Context: an optimization exercise on an open-source flow, tuned for small area and a short achievable clock period. The choices shown serve that exercise and are no tape-out recipe. No run shown here included a check of the RTL's function; only the layout flow was run.

==> flow/design.v (outline; a module is shown in full before it is edited, if it fits) <==
// module SRGL: 6709 lines
// module srgl_fa: 4 lines
// module srgl_nor: 3 lines
// module srgl_inv: 3 lines
// module srgl_nand: 3 lines
// module srgl_nor2: 3 lines
// module srgl_andn: 3 lines
// module srgl_orn: 3 lines
// module srgl_aoi: 3 lines
// module srgl_oai: 3 lines
// module srgl_ha: 4 lines
module SRGL(
    input wire clk,
    input wire reset,
    input wire mov,
    input wire signed [31:0] mpu_valor,
    input wire [7:0] letra_base,
    input wire mpu_valid,
    output reg ready,
    output reg [7:0] letra_final
);
  // ...
==> flow/run.sh <==
#!/bin/bash
# synth_recipe.tcl (not shown) runs the flow's synth.tcl, then flattens the netlist and writes it again
# the make line also repeats each setting of config.mk as NAME=value (left out here)
make -C /OpenROAD-flow-scripts/flow DESIGN_CONFIG=/design/flow/config.mk WORK_HOME=/design/flow/orfs CLKGATE_MAP_FILE= SYNTH_SCRIPT=/design/flow/synth_recipe.tcl finish
==> flow/config.mk <==
export PLATFORM = sky130hd
export DESIGN_NAME = SRGL
export DESIGN_NICKNAME = SRGL
export VERILOG_FILES = /design/flow/design.v
export SDC_FILE = /design/flow/constraint.sdc
export NUM_CORES = 4
export LEC_CHECK = 0
export ABC_AREA = 0
export CAP_MARGIN = 20
export CORE_MARGIN = 2
export CORE_UTILIZATION = 65
export CTS_CLUSTER_DIAMETER = 80
export CTS_CLUSTER_SIZE = 30
export SLEW_MARGIN = 20
export SYNTH_HIERARCHICAL = 1
export SYNTH_MINIMUM_KEEP_SIZE = 0
==> flow/constraint.sdc <==
create_clock -name core_clock -period 90.0 [get_ports {clk}]
set_input_delay 18.0000 -clock core_clock [delete_from_list [all_inputs] [get_ports {clk}]]
set_output_delay 18.0000 -clock core_clock [all_outputs]
set_load 0.01 [all_outputs]
==> flow_summary.yaml, run 1 <==
layout:
  layout_commonest_cell: "fa_1"
  register_area_um2: 14000
  syn_to_final_growth_pct: 6.99
  num_antenna_cells: 0
  num-clock-buffers: 41
  multi_input_area_share: 0.647
global_route:
  grt_max_degree: 187
  gr-total-overflow: 0
  use_met2: 0.540
  grt_busiest_layer: "met2"
  grt_pass1_vias: 31700
timing:
  max_slew_margin: 0.271
  fin_ws_ns: 59.53
  min_period_ns: 30.47
logic_synthesis:
  yosysMostFrequentCell: "fa_1"
  yosys-top-cells-count: "fa_1 (789), nor2_1 (624), edfxtp_1 (455)"
  syn_inst: 3811
cts:
  cts-root-buf: "clkbuf_16"
  hold_buffers: 0
  cts_tree: "done"
  clock_path_buffers: 3
min_path:
  holdPathEnd: "ready"
run_status:
  status: "complete, no violations"
critical_path:
  reg2reg_setup_slack_ns: 66.39
route:
  dr.pass1.iters: 6
==> inputs of run 2 (changes only) <==
--- a/flow/design.v
+++ b/flow/design.v
@@ -112,32 +112,17 @@
 wire [15:0] zz;                                   
 wire [13:0] mx = -zz[13:0];
 wire [6:0] mxh = ~zz[15:9] + {6'd0, (zz[8:0] == 9'd0)};   
 wire [7:0] dmax = {hmax[6], hmax} - {mxh[6], mxh};
 wire [7:0] dmin = {mxh[6], mxh} - {hmin[6], hmin};
 wire span_ok = (dmax[7] | ~|dmax[6:4]) & (dmin[7] | ~|dmin[6:4]);    
 wire [1:0] msel = {letra_base[3], letra_base[3] ? letra_base[2] : letra_base[1]};    
 wire [15:0] mf;
-assign mf[0] = letra_base[3] ? 1'b0 : 1'b0;
-assign mf[1] = letra_base[3] ? 1'b0 : ~letra_base[1];
-assign mf[2] = letra_base[3] ? 1'b0 : letra_base[1];
-assign mf[3] = letra_base[3] ? 1'b0 : 1'b1;
-assign mf[4] = letra_base[3] ? ~letra_base[2] : 1'b0;
-assign mf[5] = letra_base[3] ? ~letra_base[2] : ~letra_base[1];
-assign mf[6] = letra_base[3] ? ~letra_base[2] : letra_base[1];
-assign mf[7] = letra_base[3] ? ~letra_base[2] : 1'b1;
-assign mf[8] = letra_base[3] ? letra_base[2] : 1'b0;
-assign mf[9] = letra_base[3] ? letra_base[2] : ~letra_base[1];
-assign mf[10] = letra_base[3] ? letra_base[2] : letra_base[1];
-assign mf[11] = letra_base[3] ? letra_base[2] : 1'b1;
-assign mf[12] = letra_base[3] ? 1'b1 : 1'b0;
-assign mf[13] = letra_base[3] ? 1'b1 : ~letra_base[1];
-assign mf[14] = letra_base[3] ? 1'b1 : letra_base[1];
-assign mf[15] = letra_base[3] ? 1'b1 : 1'b1;
+srgl_dec u_dec (.b(letra_base[3:1]), .mf(mf));
 reg [14:0] qsel;
 always @(*) begin
     case (msel)
         2'd0: qsel = 15'd4525;
         2'd1: qsel = 15'd13522;
         2'd2: qsel = 15'd4505;
         default: qsel = 15'd13493;
     endcase
@@ -6679,18 +6664,19 @@
 srgl_fa u_fs3719 (.a(fc3650), .b(fs3691), .c(fc3690), .s(fs3719), .co(fc3720));
 srgl_fa u_fs3721 (.a(fc3654), .b(fs3693), .c(fc3692), .s(fs3721), .co(fc3722));
 srgl_fa u_fs3723 (.a(fc3658), .b(fs3695), .c(fc3694), .s(fs3723), .co(fc3724));
 srgl_fa u_fs3725 (.a(fc3662), .b(fs3697), .c(fc3696), .s(fs3725), .co(fc3726));
 srgl_fa u_fs3727 (.a(fc3666), .b(fs3699), .c(fc3698), .s(fs3727), .co(fc3728));
 srgl_fa u_fs3729 (.a(fc3670), .b(fs3701), .c(fc3700), .s(fs3729), .co(fc3730));
 wire [13:0] row_a = {fs3729, fs3727, fs3725, fs3723, fs3721, fs3719, fs3717, fs3715, fs3713, fs3711, fs3709, fs3707, fs3705, hs3675};
 wire [13:0] row_b = {fc3728, fc3726, fc3724, fc3722, fc3720, fc3718, fc3716, fc3714, fc3712, fc3710, fc3708, fc3706, hc3704, hs3703};
-wire [14:0] row_sum = {1'b0, row_a} + {1'b0, row_b};
-wire big = fc3428 | fc3430 | fc3432 | fc3532 | fc3534 | fc3536 | fc3538 | fc3616 | fc3618 | fc3620 | fc3672 | fc3674 | fc3702 | fc3730 | sat156 | sat261 | sat361 | sat460 | sat565 | sat664 | sat761 | sat866 | sat971 | sat1076 | sat1179 | sat1284 | sat1384 | sat1471 | sat1565 | sat1659 | sat1753 | sat1843 | sat1945 | sat2043 | sat2145 | sat2237 | sat2327 | sat2416 | sat2510 | sat2602 | sat2694 | sat2786 | sat2875 | sat2969 | row_sum[14];
+wire row_co;
+srgl_cout u_cout (.a(row_a), .b(row_b), .co(row_co));
+wire big = fc3428 | fc3430 | fc3432 | fc3532 | fc3534 | fc3536 | fc3538 | fc3616 | fc3618 | fc3620 | fc3672 | fc3674 | fc3702 | fc3730 | sat156 | sat261 | sat361 | sat460 | sat565 | sat664 | sat761 | sat866 | sat971 | sat1076 | sat1179 | sat1284 | sat1384 | sat1471 | sat1565 | sat1659 | sat1753 | sat1843 | sat1945 | sat2043 | sat2145 | sat2237 | sat2327 | sat2416 | sat2510 | sat2602 | sat2694 | sat2786 | sat2875 | sat2969 | row_co;
 wire match = ~big & span_ok;
 wire is_model = (letra_base == "D") | (letra_base == "H") | (letra_base == "F") | (letra_base == "L");
 reg [7:0] target;
 always @(*) begin
     case (msel)
         2'd0: target = "Z";
         2'd1: target = "T";
         2'd2: target = "K";
@@ -6709,16 +6695,50 @@
 endmodule
 module srgl_fa(input wire a, input wire b, input wire c, output wire s, output wire co);
 assign s = a ^ b ^ c;
 assign co = (a & b) | (a & c) | (b & c);
 endmodule
 module srgl_nor(input wire a, input wire b, output wire y);
 assign y = ~(a | b);
 endmodule
+module srgl_dec(input wire [3:1] b, output wire [15:0] mf);
+assign mf[0] = b[3] ? 1'b0 : 1'b0;
+assign mf[1] = b[3] ? 1'b0 : ~b[1];
+assign mf[2] = b[3] ? 1'b0 : b[1];
+assign mf[3] = b[3] ? 1'b0 : 1'b1;
+assign mf[4] = b[3] ? ~b[2] : 1'b0;
+assign mf[5] = b[3] ? ~b[2] : ~b[1];
+assign mf[6] = b[3] ? ~b[2] : b[1];
+assign mf[7] = b[3] ? ~b[2] : 1'b1;
+assign mf[8] = b[3] ? b[2] : 1'b0;
+assign mf[9] = b[3] ? b[2] : ~b[1];
+assign mf[10] = b[3] ? b[2] : b[1];
+assign mf[11] = b[3] ? b[2] : 1'b1;
+assign mf[12] = b[3] ? 1'b1 : 1'b0;
+assign mf[13] = b[3] ? 1'b1 : ~b[1];
+assign mf[14] = b[3] ? 1'b1 : b[1];
+assign mf[15] = b[3] ? 1'b1 : 1'b1;
+endmodule
+module srgl_cout(input wire [13:0] a, input wire [13:0] b, output wire co);
+wire [13:0] g0 = a & b, p0 = a | b;
+wire [13:0] g1, p1, g2, p2, g3, p3, g4;
+genvar i;
+generate for (i = 0; i < 14; i = i + 1) begin : pf
+    if (i >= 1) begin assign g1[i] = g0[i] | (p0[i] & g0[i-1]); assign p1[i] = p0[i] & p0[i-1]; end
+    else begin assign g1[i] = g0[i]; assign p1[i] = p0[i]; end
+    if (i >= 2) begin assign g2[i] = g1[i] | (p1[i] & g1[i-2]); assign p2[i] = p1[i] & p1[i-2]; end
+    else begin assign g2[i] = g1[i]; assign p2[i] = p1[i]; end
+    if (i >= 4) begin assign g3[i] = g2[i] | (p2[i] & g2[i-4]); assign p3[i] = p2[i] & p2[i-4]; end
+    else begin assign g3[i] = g2[i]; assign p3[i] = p2[i]; end
+    if (i >= 8) begin assign g4[i] = g3[i] | (p3[i] & g3[i-8]); end
+    else begin assign g4[i] = g3[i]; end
+end endgenerate
+assign co = g4[13];
+endmodule
 module srgl_inv(input wire a, output wire y);
 assign y = ~a;
 endmodule
 module srgl_nand(input wire a, input wire b, output wire y);
 assign y = ~(a & b);
 endmodule
 module srgl_nor2(input wire a, input wire b, output wire y);
 assign y = ~(a | b);
==> flow/config.mk (replaced) <==
export PLATFORM = sky130hd
export DESIGN_NAME = SRGL
export DESIGN_NICKNAME = SRGL
export VERILOG_FILES = /design/flow/design.v
export SDC_FILE = /design/flow/constraint.sdc
export NUM_CORES = 4
export LEC_CHECK = 0
export ABC_AREA = 1
export CAP_MARGIN = 20
export CORE_MARGIN = 2
export CORE_UTILIZATION = 65
export CTS_CLUSTER_DIAMETER = 80
export CTS_CLUSTER_SIZE = 30
export SLEW_MARGIN = 20
export SYNTH_HIERARCHICAL = 1
export SYNTH_MINIMUM_KEEP_SIZE = 0
==> flow_summary.yaml, run 2 <==
layout:
  nNetsFinal: 5165
  largest_reg_flops: 21
  num_antenna_cells: 0
  final_cell_mix: "fa_1 (789), nor2_1 (644), edfxtp_1 (455)"
  fill_cells: 5169
  layout.cells.non_filler: 5028
  layout_commonest_cell: "fa_1"
  drive_gt1_frac: 0.0872
  largest_register: "acc"
  register_area_um2: 14000
  syn_to_final_growth_pct: 6.45
  multi_input_area_um2: 32500
floorplan:
  die_h_um: 275
  pin_count: 53
  core_area_um2: 72700
  fp-row-count: 99
  initial_core_util: 0.654
  dieWidth_um: 275
  dieArea_um2: 75400
critical_path:
  reg2reg_setup_slack_ns: 66.84
  timing.rr.end: "letra_final[3]"
  slowest_stage: "clkdlybuf4s50_1"
  r2r_start: "acc[20]"
  worstSetupStartpoint: "letra_base[2]"
  cp.required_ns: 90.56
  critPathCaptureType: "flop"
  path_class: "in -> reg"
  startpoint_type: "input pin"
  worstPathArrival_ns: 31.08
  path_max_fanout: 35
  max_stage_delay_ns: 0.60
  worst_r2r_path_depth: 80
  crit_buf_inv: 6
  cp_top_family: "adder cells"
global_route:
  grt_pass1_vias: 31200
  grtUsageTotal: 0.329
  antenna_found_initial: 0
  grt_max_degree: 169
  grt_pass1_wl_um: 182000
  gr-total-overflow: 0
cts:
  clkLatencyLatePin_ns: 0.61
  hold_buffers: 0
  cts_tree: "done"
  cts_resized: 0
  clkSinkCount: 470
  post-cts-setup-buffer-count: 0
  cts-root-buf: "clkbuf_16"
  htree_levels: 2
  cts_buffers: 37
  cts.clk_slew.worst_paths_ns: 0.09
  clock_path_buffers: 3
min_path:
  holdPathStages: 0
  min_path_type: "reg -> reg"
  hp-start: "sr17[0]"
  holdPathEnd: "sr18[0]"
route:
  via_count: 29100
  initialDrtViolationCount: 2404
  ant_nets: 0
  dr.pass1.iters: 5
  wirelength_um: 118000
  drc: 0
  viasPerCell: 5.78
  wl_per_cell_um: 23.4
timing:
  fin_crit_sh: 0.339
  setup_tns_ns: 0
  clock_skew_ns: 0.0355
  slew_violations: 0
  min_period_ns: 30.53
  hold_violations: 0
  worst_pin_slew_ns: 1.04
  rsz0062_at_grt: "false"
  fmax_mhz: 32.8
  setup_viol: 0
  max_slew_margin: 0.307
logic_synthesis:
  avgSynthCellArea_um2: 12.0
  syn_area_um2: 47600
  yosysWarningCount: 7
  synthesis.nets: 5081
  syn_inst: 3958
run_status:
  status: "complete, no violations"
job:
  cap_violations: 0
place:
  dp_cells: 4962
  io_buffers: 36
  place_hpwl_um: 96000
  place.gp.congestion: 0.911
## run 2: final cells by class
type	instances	area share
flip-flops and latches	470	0.277
inverters	264	0.0196
clock buffers	40	0.0185
well taps	959	0.0237
multi-input cells	3195	0.643
repair buffers	74	0.0129
clock inverters	26	0.00519
## run 2: how the worst max path moves through the flow
stage	cells after the start	end
floorplan	4	hmin[0]
global placement	46	letra_final[3]
detailed placement	46	letra_final[3]
CTS	46	letra_final[3]
global route	46	letra_final[3]
finish	46	letra_final[3]
## run 2: layer usage
metal	wire length [um]	track usage
met1	50300	0.478
met2	53500	0.508
met5	0	0
met4	5110	0.125
met3	8740	0.0489
## run 2: stage by stage
stage | cell area (um^2) | utilization | hold slack [ns] | setup slack (ns)
finish | 50600 | 0.696 | 0.460 | 59.47
global route | 50600 | 0.696 | 0.482 | 59.00
CTS | 50600 | 0.696 | 0.462 | 59.66
detailed placement | 49400 | 0.680 | 0.443 | 59.02
global placement | 49400 | 0.680 | 0.437 | 59.15
floorplan | 47600 | - | 0.375 | 51.16
## run 2: worst register-to-register path: cells and delay by family, from the launching register on
family | cells | cell delay, ns
AO/OA/AOI/OAI | 4 | 0.62
XOR/XNOR | 7 | 1.46
adder cells (fa/ha/maj) | 35 | 14.78
buffers and inverters | 8 | 1.10
flip-flops | 1 | 0.59
AND/OR/NAND/NOR | 26 | 4.55

separate check: timing with driven ports:
In the flow no input, the clock included, has a driving cell. The finished layouts below were timed again as built, in two steps. Step 1, drivers: a clkbuf_16 drives clk and a buf_2 each remaining input, both assumed. Step 2, shift: input delay + t, output delay - t, t = (earliest + latest rising clock arrival at the registers) / 2. This alone moves slack from input paths to output paths. Slacks: ideal / step 1 / step 2; pairs: ideal / step 1.
| run | shift t [ns] | setup slack, ns | slew at the worst register clock pin (ns) |
|---|---|---|---|
| run 1 | 0.664 | 59.528 / 59.549 / 58.884 | 0.10 / 0.10 |
| run 2 | 0.661 | 59.474 / 59.517 / 58.855 | 0.10 / 0.10 |
After both steps setup and hold are still met in every run listed. The setup slack of run 1, which loses most, moves by +0.021 ns with the drivers and by -0.644 ns with both steps.
